From an optimization exercise on the open Yosys and OpenROAD flow, aimed at small area and a short achievable clock period; shortcuts taken in it are not production practice. Function was checked by simulation only, so behaviour that the tests miss may differ from the original.

==> flow/design.v <==
module CONV(
 input wire reset,  
 input wire clk,  
 input wire signed [7: 0] CONV_iData0,  
 input wire signed [7: 0] CONV_iData1,  
 output reg signed [15: 0] CONV_oData  
);
reg [6:0] cnt;           
reg [3:0] ii;            
reg [2:0] jj;            
reg signed [7:0] ra [0:8];   
reg [15:0] rl [0:7];     
reg [15:0] ru [0:7];     
reg signed [7:0] bj;     
reg [15:0] prod;         
wire signed [7:0] a_tap = ra[6];
wire signed [15:0] mul = a_tap * bj;
reg v_d, up_d, clr_d;    
wire load = (cnt < 7'd8);
wire in_block = (cnt >= 7'd7) && (cnt <= 7'd77);
wire valid = in_block && (ii != 4'd8);
wire upper = ({1'b0, ii} + {2'b0, jj}) >= 5'd8;
wire clear = (jj == 3'd0) || (ii == 4'd7);
wire [15:0] sel = up_d ? ru[7] : rl[7];
wire [15:0] sum = (clr_d ? 16'd0 : sel) + prod;
integer s;
always @(posedge clk) begin
	if (reset == 0) begin
		cnt <= 7'd0;
		v_d <= 1'b0;
		CONV_oData <= 16'd0;
	end else begin
		cnt <= (cnt == 7'd111) ? 7'd0 : cnt + 7'd1;
		v_d <= valid;
		if (cnt >= 7'd81 && cnt <= 7'd88)
			CONV_oData <= rl[0];
		else if (cnt >= 7'd89 && cnt <= 7'd95)
			CONV_oData <= ru[0];
		else
			CONV_oData <= 16'd0;
	end
	if (cnt == 7'd6) begin
		ii <= 4'd0;
		jj <= 3'd0;
	end else if (ii == 4'd8) begin
		ii <= 4'd0;
		jj <= jj + 3'd1;
	end else
		ii <= ii + 4'd1;
	up_d <= upper;
	clr_d <= clear;
	if (cnt == 7'd6 || ii == 4'd8)
		bj <= ru[5][7:0];
	prod <= mul;
	ra[0] <= load ? CONV_iData0 : ra[8];
	for (s = 1; s < 9; s = s + 1)
		ra[s] <= ra[s-1];
	for (s = 1; s < 8; s = s + 1) begin
		rl[s] <= rl[s-1];
		ru[s] <= ru[s-1];
	end
	rl[0] <= (v_d && !up_d) ? sum : rl[7];
	ru[0] <= load ? {ru[7][15:8], CONV_iData1} : (v_d && up_d) ? sum : ru[7];
end
endmodule
clock: 10.0 ns
lec_check: 0
cap_margin: 20
core_margin: 2
core_utilization: 40
slew_margin: 20
run.sh (not shown) runs the stock make flow with config.mk's settings and CLKGATE_MAP_FILE= SYNTH_SCRIPT=/design/flow/synth_recipe.tcl, a recipe that flattens the netlist after the stock synthesis.
The starting point went through all stages and came out clean.
Then changed:
--- a/flow/design.v
+++ b/flow/design.v
@@ -9,11 +9,35 @@
 reg [3:0] ii;            
 reg [2:0] jj;            
-reg signed [7:0] ra [0:8];   
+reg [7:0] ra [0:8];      
 reg [15:0] rl [0:7];     
 reg [15:0] ru [0:7];     
-reg signed [7:0] bj;     
-reg [15:0] prod;         
-wire signed [7:0] a_tap = ra[6];
-wire signed [15:0] mul = a_tap * bj;
+reg [7:0] bj;            
+reg [8:0] nb;            
+reg [15:0] ps, pc;       
+function [9:0] bpp;
+	input [2:0] x;
+	input [7:0] b;
+	input [8:0] n;
+	case (x)
+		3'b001, 3'b010: bpp = {{2{b[7]}}, b};
+		3'b011:         bpp = {b[7], b, 1'b0};
+		3'b100:         bpp = {n, 1'b0};
+		3'b101, 3'b110: bpp = {n[8], n};
+		default:        bpp = 10'd0;
+	endcase
+endfunction
+wire [7:0] a_tap = ra[6];
+wire [9:0] pp0 = bpp({a_tap[1:0], 1'b0}, bj, nb);
+wire [9:0] pp1 = bpp(a_tap[3:1], bj, nb);
+wire [9:0] pp2 = bpp(a_tap[5:3], bj, nb);
+wire [9:0] pp3 = bpp(a_tap[7:5], bj, nb);
+wire [15:0] r0 = {{6{pp0[9]}}, pp0};
+wire [15:0] r1 = {{4{pp1[9]}}, pp1, 2'b0};
+wire [15:0] r2 = {{2{pp2[9]}}, pp2, 4'b0};
+wire [15:0] r3 = {pp3, 6'b0};
+wire [15:0] s1 = r0 ^ r1 ^ r2;
+wire [15:0] c1 = {(r0[14:0] & r1[14:0]) | (r0[14:0] & r2[14:0]) | (r1[14:0] & r2[14:0]), 1'b0};
+wire [15:0] s2 = s1 ^ c1 ^ r3;
+wire [15:0] c2 = {(s1[14:0] & c1[14:0]) | (s1[14:0] & r3[14:0]) | (c1[14:0] & r3[14:0]), 1'b0};
 reg v_d, up_d, clr_d;    
 wire load = (cnt < 7'd8);
@@ -23,5 +47,8 @@
 wire clear = (jj == 3'd0) || (ii == 4'd7);
 wire [15:0] sel = up_d ? ru[7] : rl[7];
-wire [15:0] sum = (clr_d ? 16'd0 : sel) + prod;
+wire [15:0] base = clr_d ? 16'd0 : sel;
+wire [15:0] s3 = base ^ ps ^ pc;
+wire [15:0] c3 = {(base[14:0] & ps[14:0]) | (base[14:0] & pc[14:0]) | (ps[14:0] & pc[14:0]), 1'b0};
+wire [15:0] sum = s3 + c3;
 integer s;
 always @(posedge clk) begin
@@ -50,7 +77,10 @@
 	up_d <= upper;
 	clr_d <= clear;
-	if (cnt == 7'd6 || ii == 4'd8)
+	if (cnt == 7'd6 || ii == 4'd8) begin
 		bj <= ru[5][7:0];
-	prod <= mul;
+		nb <= 9'd0 - {ru[5][7], ru[5][7:0]};
+	end
+	ps <= s2;
+	pc <= c2;
 	ra[0] <= load ? CONV_iData0 : ra[8];
 	for (s = 1; s < 9; s = s + 1)
Via count went up by roughly a tenth.
Synthesized cell count went up by roughly a tenth.
Wire length went up by roughly a tenth.
Cell area went up by a few percent.
Synthesized area went up by a few percent.
Die area went up by a few percent.
Critical path depth went down by 15.
Non-clock buffer count went up by 6.
Cell count went up by a little under a tenth.
Core utilization went down by 0.95 points.
Maximum frequency went up by well over a third.
Worst hold slack gets worse by 0.013 ns.
Worst setup slack gets better by 1.3 ns.

==> what the ideal ports hide <==
Ports are ideal in the flow. The routed layouts listed here were re-timed in OpenROAD.
Step 1: set_driving_cell puts a clkbuf_16 on clk and a buf_2 on each other input, an assumption about the parent block.
Step 2 adds t to the input delays and takes it off the output delays; t is the mean of the earliest and latest rising clock arrival at the registers after step 1. Input paths then give back, and output paths get back, about the clock's delay inside the block.
Slacks: no drivers / after step 1 / after step 2; pairs: no drivers / after step 1.
| run | shift t [ns] | slack for setup (ns) | clock arrival spread, ns | slew at the worst register clock pin (ns) | worst data-port slew with drivers (ns) |
|---|---|---|---|---|---|
| the first run | 0.565 | 5.327 / 5.327 / 5.327 | 0.019 / 0.020 | 0.07 / 0.07 | 0.04 |
| the second run | 0.566 | 6.583 / 6.533 / 6.568 | 0.039 / 0.038 | 0.07 / 0.07 | 0.03 |
After both steps every run listed still meets setup and hold. For the second run, which loses most, drivers alone change the setup slack by -0.050 ns; drivers and shift together by -0.015 ns.
